Background: an optimization exercise with open tools, aiming at small area, a short achievable clock period and few clock cycles. Do not read the settings as production practice. RTL that was checked went through simulation tests only; none was proved equivalent to the original. Power figures rest on the tool's default switching activity, not on a simulated workload.

==> inputs of run a <==
==> flow/design.v (excerpt) <==
module flappy_cpu(
    input         clk,
    input         rst,
    input         button,
    output [19:0] imem_addr,
    input  [31:0] imem_rdata,
    output [11:0] dmem_addr,
    output [31:0] dmem_wdata,
    output        dmem_we,
    input  [31:0] dmem_rdata,
    output [31:0] led,
    output        halted);
export LEC_CHECK = 0
export CAP_MARGIN = 20
export CORE_MARGIN = 2
export CORE_UTILIZATION = 40
export SLEW_MARGIN = 20
create_clock -name core_clock -period 25.0 [get_ports {clk}]
standard.sh (not shown) runs the stock make flow with config.mk's settings and CLKGATE_MAP_FILE= SYNTH_SCRIPT=/design/flow/synth_recipe.tcl, a recipe that flattens the netlist after the stock synthesis.
==> flow/flow/run.sh <==
#!/bin/bash
set -euo pipefail
bash standard.sh SETUP_SLACK_MARGIN=18.4 finish > standard_flow.log 2>&1
==> run b (differences from run a) <==
--- a/flow/design.v
+++ b/flow/design.v
@@ -903,14 +903,14 @@
       for (k = 1; k < 32; k = k + 1) begin
          r1 = r1 | (rv[k] & {32{s1_e[k]}});
          r2 = r2 | (rv[k] & {32{s2_e[k]}});
       end
    end
-   wire [31:0] a  = (wb_m && rd_m == ra1) ? res_m : r1;
-   wire [31:0] b2 = (wb_m && rd_m == ra2) ? res_m : r2;
-   wire stall = v_e & wb_m & (ld_m | mul_m) &
-                ((use1 & (rd_m == ra1)) | (use2 & (rd_m == ra2)));
+   reg fw1_e, fw2_e, dep_e;
+   wire [31:0] a  = fw1_e ? res_m : r1;
+   wire [31:0] b2 = fw2_e ? res_m : r2;
+   wire stall = v_e & dep_e;
    wire [31:0] b = (is_op | is_br) ? b2 : (is_store ? imm_s : imm_i);
    wire sub = is_br | ((is_op | is_opi) & (f3[2:1] == 2'b01)) | (is_op & ir[30] & (f3 == 3'b000));
    wire [31:0] sum = a + (sub ? ~b : b) + {31'd0, sub};
    wire lt_s = (a[31] ^ b[31]) ? a[31] : sum[31];
    wire lt_u = (a[31] ^ b[31]) ? b[31] : sum[31];
@@ -949,12 +949,15 @@
                      (is_jal | is_jalr) ? {link, 2'b00} :
                      is_mul ? mul_r0 :
                      (is_op | is_opi) ? alu : sum;
    wire [31:0] mul_r0, mul_r1, mul_r2, mul_r3;
    wire [13:0] mul_t31;
-   mul_pp u_mul(.a(a), .b(b2), .r0(mul_r0), .r1(mul_r1), .r2(mul_r2), .r3(mul_r3), .t31(mul_t31));
-   wire cond = f3[2] ? ((f3[1] ? lt_u : lt_s) ^ f3[0]) : (eq ^ f3[0]);
+   mul_pp u_mul(.a(r1), .b(r2), .r0(mul_r0), .r1(mul_r1), .r2(mul_r2), .r3(mul_r3), .t31(mul_t31));
+   wire        br_sgn = ~f3[1];
+   wire        br_lt  = {a[31] ^ br_sgn, a[30:0]} < {b2[31] ^ br_sgn, b2[30:0]};
+   wire        br_eq  = (a == b2);
+   wire cond = f3[2] ? (br_lt ^ f3[0]) : (br_eq ^ f3[0]);
    wire go    = v_e & ~stall;
    wire taken    = is_jal | is_jalr | (is_br & cond);
    wire redirect = go & (pred_e ? ~taken : taken);
    wire [31:2] target = pred_e ? link : (is_jalr ? sum[31:2] : tgt[31:2]);
    wire a7_34    = (a == 32'd34);
@@ -962,10 +965,19 @@
    wire led_now  = go & is_ecall & a7_34;
    wire if_ec = (imem_rdata[6:2] == 5'b11100) & ~imem_rdata[21];
    wire [31:0] if_ir = imem_rdata | {8'd0, if_ec, 1'b0, if_ec, 1'b0, if_ec, 3'd0, if_ec, 15'd0};
    wire [31:0] if_s1 = 32'd1 << if_ir[19:15];
    wire [31:0] if_s2 = 32'd1 << if_ir[24:20];
+   wire [4:0] if_op  = imem_rdata[6:2];
+   wire if_use1 = ~((if_op == 5'b01101) | (if_op == 5'b00101) | (if_op == 5'b11011));
+   wire if_use2 = (if_op == 5'b01100) | (if_op == 5'b01000) | (if_op == 5'b11000) | if_ec;
+   wire wb_next = go & writes_rd & (rd != 5'd0);
+   wire if_m1   = wb_next & (if_ir[19:15] == rd);
+   wire if_m2   = wb_next & (if_ir[24:20] == rd);
+   wire if_mul  = (if_op == 5'b01100) & imem_rdata[25];
+   wire if_dep  = ((is_load | is_mul) & ((if_use1 & if_m1) | (if_use2 & if_m2))) |
+                  (if_mul & (if_m1 | if_m2));
    wire        if_pred = (imem_rdata[6:2] == 5'b11000) & (&{imem_rdata[31:28], imem_rdata[7]});
    wire [6:0]  if_lo   = {1'b0, pc[7:2]} + {1'b0, imem_rdata[27:25], imem_rdata[11:9]};
    wire [31:8] pc_hi_m1 = pc[31:8] - 24'd1;
    wire [31:2] if_tgt  = {if_lo[6] ? pc[31:8] : pc_hi_m1, if_lo[5:0]};
    always @(posedge clk) begin
@@ -990,10 +1002,17 @@
          ec_e   <= if_ec;
          pc_e   <= pc;
          pred_e <= if_pred;
          s1_e <= if_s1[31:1];
          s2_e <= if_s2[31:1];
+         fw1_e  <= if_m1;
+         fw2_e  <= if_m2;
+         dep_e  <= if_dep;
+      end else begin
+         fw1_e  <= 1'b0;
+         fw2_e  <= 1'b0;
+         dep_e  <= 1'b0;
       end
    end
    wire issue = go & ~halted_r & ~rst;
    always @(posedge clk) begin
       res_m <= res;
==> flow/flow/run.sh (replaced) <==
#!/bin/bash
set -euo pipefail
ARGS=(SETUP_SLACK_MARGIN=18.4 "BUFFER_PORTS_ARGS=-buffer_cell sky130_fd_sc_hd__buf_4")
bash standard.sh "${ARGS[@]}" cts > standard_to_cts.log 2>&1
bash standard.sh "${ARGS[@]}" SKIP_GATE_CLONING=1 finish > standard_finish.log 2>&1
--- a/flow/config.mk
+++ b/flow/config.mk
@@ -5,7 +5,7 @@
 export SDC_FILE = /design/flow/constraint.sdc
 export NUM_CORES = 4
 export LEC_CHECK = 0
 export CAP_MARGIN = 20
 export CORE_MARGIN = 2
-export CORE_UTILIZATION = 40
+export CORE_UTILIZATION = 55
 export SLEW_MARGIN = 20
==> results.txt <==
	run a	run b
Run status	failed layout checks	finished clean
Violated checks	capacitance limit, slew limit	-
Power density over the cells	109 nW/um^2	110 nW/um^2
Share of the synthesized area in the top cell type	40.5%	39.7%
Switching part of the total power	44.3%	43.9%
Net switching power	4.58 mW	4.48 mW
Vias after detailed routing	78,900	81,600
Count of placed standard cells including taps	10,200	9,669
Sequential element share of the synthesized area	46.4%	45.6%
Max Cap Violations	1	0
Number of buffer and inverter instances along the worst setup path	5	2
Setup WS pre-CTS	15,610 ps	16,700 ps
End of the critical path	res_m[25]$_DFF_P_	res_m[29]$_DFF_P_
Highest fanout seen on the critical path	32	27
Cell internal pwr	5.76 mW	5.72 mW
Vias in the first global route	73,000	74,000
Resize count post-CTS	485	152
Nets	8,326	8,422
Global routing usage on met3	17.8%	29.3%
Count of clock buffers in the final design	201	193
Maximum clock skew at final layout	85.3 ps	85.7 ps
Testbench counts of run b, summed over its fixed seeds: cycles 135,304.
The RTL of run a was laid out without a check of its function.

==> afterwards: timing with drivers on the ports <==
The results above use ideal ports. As a check the final layouts listed here were re-extracted and re-timed, cells and wires unchanged.
Step 1 sets driving cells, clkbuf_16 on the clock port and buf_2 on the other inputs (assumed; they add their load-dependent delay and slew).
Step 2 also shifts input and output timing later by t, the mid clock arrival at the registers, as if the neighbouring blocks saw the same clock.
Three values: ideal ports, drivers, drivers and shift; two values: the first two.
run | shift t [ns] | slack for setup (ns) | clock arrival spread, ns | cell pins on the clock port's net
run a | 0.891 | 18.121 / 18.121 / 17.558 | 0.085 / 0.085 | 1
run b | 0.899 | 18.175 / 18.175 / 17.354 | 0.087 / 0.087 | 1
The setup slack of run b, which loses most, moves by 0.000 ns with the drivers and by -0.821 ns with both steps.
